From an optimization exercise on the open Yosys and OpenROAD flow, aimed at small area, a short achievable clock period and few clock cycles per item; shortcuts taken in it are not production practice.
At most, simulation tests tie the RTL to the original design; equivalence was not proved.
The RTL of run 2 was laid out without a check of its function.

## flow/design.v (module list and top-level ports; edited modules follow where they fit)
// module verilog_multiplier: 1386 lines
module verilog_multiplier(clk, rst, ready, op1, op2, res, done);
  // ...
==> flow/flow/run.sh <==
#!/bin/bash
# Own flow: the standard layout, except that synthesis runs Yosys's fine
# stage without its early "abc -fast", so that extract_fa finds the design's
# full adders as written (no inverter between adders). The standard synthesis
# runs first; its register names are given to the own netlist's registers,
# and the standard netlist is used as it is if the registers do not match.
set -uo pipefail
W=$(pwd)
R=$W/orfs/results/$FLOW_PLATFORM/verilog_multiplier/base
bash standard.sh synth > log_standard_synth.txt 2>&1 || exit 1
cp "$R/1_2_yosys.v" "$W/ref_1_2_yosys.v"
sed '1s/.*/proc synth {args} { if {[lsearch -glob $args "fine:*"] >= 0} { yosys synth -nofsm -noshare -noabc {*}$args } else { yosys synth -nofsm -noshare {*}$args } }/' synth_recipe.tcl > own_synth.tcl
sed "s|SYNTH_SCRIPT=[^ ]*|SYNTH_SCRIPT=$W/own_synth.tcl|" standard.sh > own_standard.sh
if bash own_standard.sh do-yosys > log_own_synth.txt 2>&1 \
   && python3 flow/rename.py "$W/ref_1_2_yosys.v" "$R/1_2_yosys.v" "$W/own_1_2_yosys.v" > log_rename.txt 2>&1; then
  cp "$W/own_1_2_yosys.v" "$R/1_2_yosys.v"
  echo "own synthesis used" >> log_rename.txt
else
  cp "$W/ref_1_2_yosys.v" "$R/1_2_yosys.v"
  echo "standard synthesis used" >> log_rename.txt
fi
rm -f "$R/1_synth.odb" "$R/1_synth.sdc"
bash standard.sh "BUFFER_PORTS_ARGS=-buffer_cell sky130_fd_sc_hd__buf_2" finish > log_standard_finish.txt 2>&1
==> flow/flow/rename.py <==
#!/usr/bin/env python3
# rename.py REF OWN OUT: make OWN's flip-flops match those of the standard
# synthesis REF: the same instance names and cell types (drive strength may
# differ). Registers are paired by the net their Q drives. Where the two
# syntheses inferred an enable differently, the register is rebuilt in REF's
# cell type with the same function: an enable flip-flop with its enable tied
# high, or a plain flip-flop behind a 2:1 multiplexer. Exits 1 if registers
# cannot be paired.
import re, sys

inst_re = re.compile(r'^(\s*)(sky130_fd_sc_hd__(\w+?)_(\d+))\s+(\\\S+\s|\w+)\s*\((.*?)\);', re.M | re.S)
pin_re = re.compile(r'\.(\w+)\(([^()]*)\)')

def is_ff(base):
    return base.startswith(("df", "edf", "sdf", "dl"))

def flops(text):
    out = {}
    for m in inst_re.finditer(text):
        base = m.group(3)
        if not is_ff(base):
            continue
        pins = {p: n.strip() for p, n in pin_re.findall(m.group(6))}
        q = pins.get("Q") or pins.get("Q_N")
        if q is None or q in out:
            sys.exit("cannot key register %s" % m.group(5))
        out[q] = (base, m.group(5).strip(), pins, m)
    return out

ref = open(sys.argv[1]).read()
own = open(sys.argv[2]).read()
fr, fo = flops(ref), flops(own)
if set(fr) != set(fo):
    sys.exit("register sets differ: %s" % sorted(set(fr) ^ set(fo))[:10])

def esc(name):
    return name + " " if name.startswith("\\") else name

edits = {}   # start offset -> (end offset, replacement)
extra = []
decl = []
need_one = False
renamed = converted = 0
for q, (rbase, rname, rpins, _) in fr.items():
    obase, oname, opins, m = fo[q]
    ind = m.group(1)
    if rbase == obase:
        if oname != rname:
            text = m.group(0)
            new = text.replace(m.group(5), esc(rname), 1)
            edits[m.start()] = (m.end(), new)
            renamed += 1
        continue
    pins = ", ".join(".%s(%s)" % (p, n) for p, n in opins.items())
    if rbase == "edfxtp" and obase == "dfxtp":
        new = "%ssky130_fd_sc_hd__edfxtp_1 %s (.CLK(%s), .D(%s), .DE(my_one), .Q(%s));" % (
            ind, esc(rname), esc(opins["CLK"]), esc(opins["D"]), esc(opins["Q"]))
        need_one = True
    elif rbase == "dfxtp" and obase == "edfxtp":
        mo = "my_mux_%d" % converted
        decl.append("  wire %s;" % mo)
        extra.append("  sky130_fd_sc_hd__mux2_1 %s_c (.A0(%s), .A1(%s), .S(%s), .X(%s));" % (
            mo, esc(opins["Q"]), esc(opins["D"]), esc(opins["DE"]), mo))
        new = "%ssky130_fd_sc_hd__dfxtp_1 %s (.CLK(%s), .D(%s), .Q(%s));" % (
            ind, esc(rname), esc(opins["CLK"]), mo, esc(opins["Q"]))
    else:
        sys.exit("cell type differs for %s: %s %s" % (q, rbase, obase))
    edits[m.start()] = (m.end(), new)
    converted += 1

out, pos = [], 0
for start in sorted(edits):
    end, new = edits[start]
    out.append(own[pos:start]); out.append(new); pos = end
out.append(own[pos:])
text = "".join(out)
if need_one:
    decl.append("  wire my_one, my_zero;")
    extra.append("  sky130_fd_sc_hd__conb_1 my_tie (.HI(my_one), .LO(my_zero));")
if extra:
    i = text.rindex("endmodule")
    text = text[:i] + "\n".join(extra) + "\n" + text[i:]
if decl:
    i = text.index("\n  wire ")
    text = text[:i + 1] + "\n".join(decl) + "\n" + text[i + 1:]
# the result must pair with REF exactly
f2 = flops(text)
for q, (rbase, rname, _, _) in fr.items():
    if q not in f2 or f2[q][0] != rbase or f2[q][1] != rname:
        sys.exit("pairing failed for %s" % q)
names = [m.group(5).strip() for m in inst_re.finditer(text)]
if len(names) != len(set(names)):
    sys.exit("name clash after renaming")
open(sys.argv[3], "w").write(text)
print("renamed %d, rebuilt %d of %d registers" % (renamed, converted, len(fr)))
==> flow/standard.sh <==
#!/bin/bash
# synth_recipe.tcl (not shown) runs the flow's synth.tcl, then flattens the netlist and writes it again
# the make line also repeats each setting of config.mk as NAME=value (left out here)
make -C /OpenROAD-flow-scripts/flow DESIGN_CONFIG=/design/flow/config.mk WORK_HOME=/design/flow/orfs CLKGATE_MAP_FILE= SYNTH_SCRIPT=/design/flow/synth_recipe.tcl "${@:-finish}"
==> flow/config.mk <==
export PLATFORM = sky130hd
export DESIGN_NAME = verilog_multiplier
export DESIGN_NICKNAME = verilog_multiplier
export VERILOG_FILES = /design/flow/design.v
export SDC_FILE = /design/flow/constraint.sdc
export NUM_CORES = 4
export LEC_CHECK = 0
export CAP_MARGIN = 20
export CORE_MARGIN = 2
export CORE_UTILIZATION = 60
export CTS_BUF_LIST = sky130_fd_sc_hd__clkbuf_4 sky130_fd_sc_hd__clkbuf_8
export SETUP_SLACK_MARGIN = 2.25
export SLEW_MARGIN = 20
export TNS_END_PERCENT = 20
==> flow/constraint.sdc <==
create_clock -name core_clock -period 8.0 [get_ports {clk}]
set_input_delay 1.6000 -clock core_clock [delete_from_list [all_inputs] [get_ports {clk}]]
set_output_delay 1.6000 -clock core_clock [all_outputs]
set_load 0.01 [all_outputs]
==> qor.csv, run 1 <==
metric,value,unit
status,no timing/DRC/antenna violations,
worstSetupStartpointType,input port,
insertion_delay,470,ps
fmax,176,MHz
r2r_slack,2480,ps
gp_congestion,0.948,
synth_ff_type,dfxtp_1,
io_pins,100,
cts_hold_buffers,0,
cp_top_family,adder cells,
dieArea,39900,um2
placement.io_buffers,99,
routed_wl,75.8,mm
signal_buffers,138,
worstSetupEndpointType,flop,
fp.dieH,200,um
crit_top_cell,fa_1,
flops_and_latches,120,
cts_inserted_buffers,17,
placed_area,23600,um2
core,37700,um2
worst_slew_pin_slew,877,ps
period_share,71.1,%
grt_max_degree,154,
nNetsFinal,2892,
yosysMostFrequentCell,and3_1,
yosysSeqAreaShare,11.2,%
synthMuxAreaShare,1.45,%
largest_reg_flops,48,
setup_viol,0,
clk_share,1.64,%
synth_cell_types,78,
Testbench counts, summed over its fixed seeds: cycles 6,400, items 3,200.
==> run 2, diff against run 1 <==
--- a/flow/design.v
+++ b/flow/design.v
@@ -1139,17 +1139,17 @@
 wire mk_p2_4 = (S[19] ^ C[19]) & mk_p1_3;
 wire mk_g2_5 = mk_g0_5 | (mk_p0_5 & mk_g1_3);
 wire mk_p2_5 = mk_p0_5 & mk_p1_3;
 wire mk_g2_6 = mk_g1_6 | (mk_p1_6 & mk_g1_3);
 wire mk_p2_6 = mk_p1_6 & mk_p1_3;
 wire c22 = mk_g2_6;
 wire [21:0] lo = {((S[21] ^ C[21]) ^ mk_g2_5), ((S[20] ^ C[20]) ^ mk_g2_4), ((S[19] ^ C[19]) ^ mk_g1_3), ((S[18] ^ C[18]) ^ mk_g1_2), ((S[17] ^ C[17]) ^ mk_g0_1), ((S[16] ^ C[16]) ^ ccl), S[15:0]};
 wire [47:22] ha = {S[47:23], S[22] ^ C[22]};
-wire [46:22] hb = {C[47:24], S[22] & C[22]};
+wire [46:22] hb = {C[47:24], (S[22] & C[22]) | C[23]};
 wire ut24 = ha[24] ^ hb[23];
 wire ug24 = ha[24] & hb[23];
 wire ut25 = ha[25] ^ hb[24];
 wire ug25 = ha[25] & hb[24];
 wire ut26 = ha[26] ^ hb[25];
 wire ug26 = ha[26] & hb[25];
 wire ut27 = ha[27] ^ hb[26];
 wire ug27 = ha[27] & hb[26];
@@ -1357,18 +1357,18 @@
                 end
             endcase
         end
     end
     wire shl = (st == R0) ? (~top & ~p46) : (st == LSH) ? (e_pos & ~p46) : 1'b0;
     wire shr = (st == R0) ? (top & E[9]) : (st == RSH) ? ~e_under : 1'b0;
     wire [47:0] p_next = shl ? {p[46:0], 1'b0} : shr ? {1'b0, p[47:1]} : p;
     always @(posedge clk) begin
-        S <= {t_ha, tree_s[22:16], t_lo} | (p_next & {48{~idle}});
-        C <= {t_hb, 1'b0, tree_c[22:16]};
+        S <= {t_ha, tree_s[22:16], t_lo | (p_next[15:0] & {16{~idle}})};
+        C <= {t_hb, 1'b0, tree_c[22:16]} | (p_next[47:16] & {(48-16){~idle}});
         ccl <= t_cl;
         pay <= nan2 ? op2[21:0] : op1[21:0];
         case (st)
             IDLE: begin
                 E <= infx ? 10'd256 : nanx ? 10'd255 : e_in;
                 sgn <= qnan | (nan2 ? op2[31] : nan1 ? op1[31] : op1[31] ^ op2[31]);
                 fnan <= qnan | nanx;
                 fpay <= nanx;
==> flow/config.mk (replaced) <==
export PLATFORM = sky130hd
export DESIGN_NAME = verilog_multiplier
export DESIGN_NICKNAME = verilog_multiplier
export VERILOG_FILES = /design/flow/design.v
export SDC_FILE = /design/flow/constraint.sdc
export NUM_CORES = 4
export LEC_CHECK = 0
export CAP_MARGIN = 20
export CORE_MARGIN = 2
export CORE_UTILIZATION = 60
export SETUP_SLACK_MARGIN = 2.25
export SLEW_MARGIN = 20
export TNS_END_PERCENT = 20
==> qor.csv, run 2 <==
metric,value,unit,change
synthSimpleGateAreaFrac,21.2,%,
drive_gt1_share,10.4,%,
avgSynthCellArea,10.1,um2,
hold_ws,476,ps,
grt_pass1_wl,119,mm,
top_register,S,,
insertion_delay,440,ps,-30 ps
fp.dieH,201,um,+0.60%
ys_top_cells_by_count,"and3_1 (538), fa_1 (493), clkbuf_1 (190)",,
worstSetupEndpointType,flop,,
dp_hpwl,51.5,mm,
fmax,176,MHz,+0.18%
antenna_left,0,,
synth_nets,2979,,
synth_seq_cells,120,,
fin_setup_tns,0,ps,
synth_xor_area_share,2.75,%,
dieArea,40300,um2,+1.2%
antenna_cells,0,,
area_growth,6.51,%,
track_usage,38.8,%,
start_util,60.5,%,
synth_compound_area_share,9.63,%,
worstSetupStartpointType,input port,,
nNetsFinal,2931,,+1.3%
synth_area_leader_cell,fa_1,,
worst_slack,2320,ps,
r2r_slack,2460,ps,-20 ps
mostFrequentLayoutCells,"and3_1 (538), fa_1 (491), nor2_1 (110), ha_1 (110), dfxtp_1 (102)",,
synth.cell_area,23300,um2,
clock_skew,9.86,ps,
nFillCells,3196,,
grt_pass1_vias,19982,,
dr.first_iter.drc_count,2055,,
netlist_instances,2308,,
synth_fa_ha_area_share,48.4,%,
fin_area,24800,um2,
multiInputGateArea,19900,um2,
grt_max_degree,120,,-22%
maxCapViolCount,0,,
status,no timing/DRC/antenna violations,,
seqCellArea,2560,um2,
synth_ff_type,dfxtp_1,,
yosysSeqAreaShare,11.0,%,-0.13 points
largest_reg_flops,47,,-2.1%
postSynth.asyncResetShare,3.33,%,
clkSlewWorstSetupHoldPaths,60,ps,
routed_via_density,6.82,,
finalCriticalPeriod,5680,ps,
gp_congestion,0.950,,+0.21%
cts.sinks,120,,
setup_viol,0,,unchanged
cts_root_buf,clkbuf_16,,
h-tree-depth,4,,
slew_headroom,24.1,%,
slew_violations,0,,
grt_overflow,0,,
crit_type,input port to flop,,
hold_viol,0,,
placement.io_buffers,99,,unchanged
routed_wl,76.2,mm,+0.52%
io_pins,100,,unchanged
clockBufferDepth,2,,
worst_hold_path_type,flop to flop,,
cts_tree,built,,
rsz0062_at_grt,yes,,
pre_cts_slack,1530,ps,
cp.required,8310,ps,
wl_per_cell,27.3,um,
cts_inserted_buffers,17,,unchanged
final_common_cell,and3_1,,
synth_edf_count,14,,
worst_ep_arrival_time,5990,ps,
period_share,71.0,%,-0.13 points
first_pass_iters,6,,
top_regs,"S (47), C (32), pay (22)",,
yosysTopAreaCellShare,42.4,%,
synth_top_family_by_area,adder cells,,
cts_hold_buffers,0,,unchanged
die_x,201,um,
yosysMostFrequentCell,and3_1,,
placed_area,23800,um2,+1.1%
synth_cell_types,79,,+1.3%
num_rows,72,,
drc,0,,
vias,19032,,
yosys-top-cells-area,"fa_1 (42%), and3_1 (14%), dfxtp_1 (8.8%)",,
synthMuxAreaShare,2.80,%,+1.3 points
antenna_found_initial,0,,
worst_slew_pin_slew,1130,ps,+253 ps
ys_warn_count,1,,
core,38500,um2,+2.1%
crit_path_max_fanout,26,,
run 2: cell count changes after synthesis, moves of 9 or more:
cell,before,now
and3_1,560,538
mux2i_1,5,37
o31ai_1,1,12
xnor2_1,56,43
a21oi_1,57,84
o21ai_1,9,24
a221oi_1,37,2
nor2_1,71,112
nand2_1,148,77
o21ai_0,39,68
and2_1,7,26
inv_1,49,40
run 2: path summary, 6_finish.rpt:
kind                       cells past startpoint     to    from
setup / recovery                              15  S[15]  op2[0]
hold / removal                                 2   S[1]    S[0]
setup reg to reg                              14  S[15]   st[0]
hold reg to reg                                2   S[1]    S[0]
max in group asynchronous                      2   rndr     rst
min in group asynchronous                      2   done     rst
run 2: cells by family (layout without fill, tap and decap cells):
logic type / Yosys count / in the layout
compound gates: 340 / 340
xor+xnor: 73 / 73
fa+ha+maj: 604 / 604
buf+inv: 243 / 207
flops: 120 / 120
mux: 62 / 62
simple gates: 866 / 866
run 2: what timing repair did:
item	4_1_cts	5_1_grt
pin swaps	1	5
endpoints found under the hold margin	0	0
setup buffers	1	15
gates cloned	0	1
resized for setup	20	81
setup endpoints to repair	34	50
run 2: area by class of cell:
type | instances | area share (%)
Clock buffer | 21 | 1.90
Clock inverter | 10 | 0.283
Inverter | 41 | 0.621
Multi-Input combinational cell | 1945 | 80.2
Sequential cell | 120 | 10.4
Tap cell | 518 | 2.62
Timing Repair Buffer | 135 | 3.99
run 2: per-stage QoR:
stage               utilization, %  cells
CTS                           63.6   2773
finish                        64.4   2790
global placement              61.9   2740
floorplan                        -   2308
global route                  64.4   2790
detailed placement            61.9   2741
run 2: worst max-delay path, stage by stage:
cell and delay (ps):
buf_4 310, and3_1 210, ha_1 250, fa_1 530, fa_1 410, fa_1 540
fa_1 430, ha_1 350, o21ai_0 120, o31ai_2 140, o41ai_2 450, o21ai_2 150
or3_1 310, nand2_1 70, o211ai_1 80
run 2: metal layers:
layer / GRT usage (%) / part of all wire [%] / vias up
met5: 0 / 0 / -
met4: 13.0 / 2.8 / 0
met3: 11.4 / 13 / 153
met2: 56.6 / 43 / 1265
met1: 55.6 / 42 / 9627
li1: - / - / 7987

-- port drivers added, routing unchanged --
No port has a modelled driver above. Below, the same layouts with a new extraction and two added sets of constraints. Step 1 sets driving cells, clkbuf_16 on the clock port and buf_2 on the other inputs (assumed; they add their load-dependent delay and slew). Step 2 moves the port delays by t, midway between the first and last clock arrival at a register: inputs arrive t later, outputs are due t later. That takes back most of the time a late clock gives input paths. Three values: no drivers, after step 1, after step 2; two values: the first two.
run	t (ns)	setup WS [ns]	clock arrival spread, ns
run 1	0.509	2.309 / 2.320 / 1.828	0.020 / 0.020
run 2	0.493	2.320 / 2.353 / 1.860	0.010 / 0.010
After both steps every run listed still meets setup and hold. The setup slack of run 1, which loses most, moves by +0.011 ns with the drivers and by -0.481 ns with both steps.
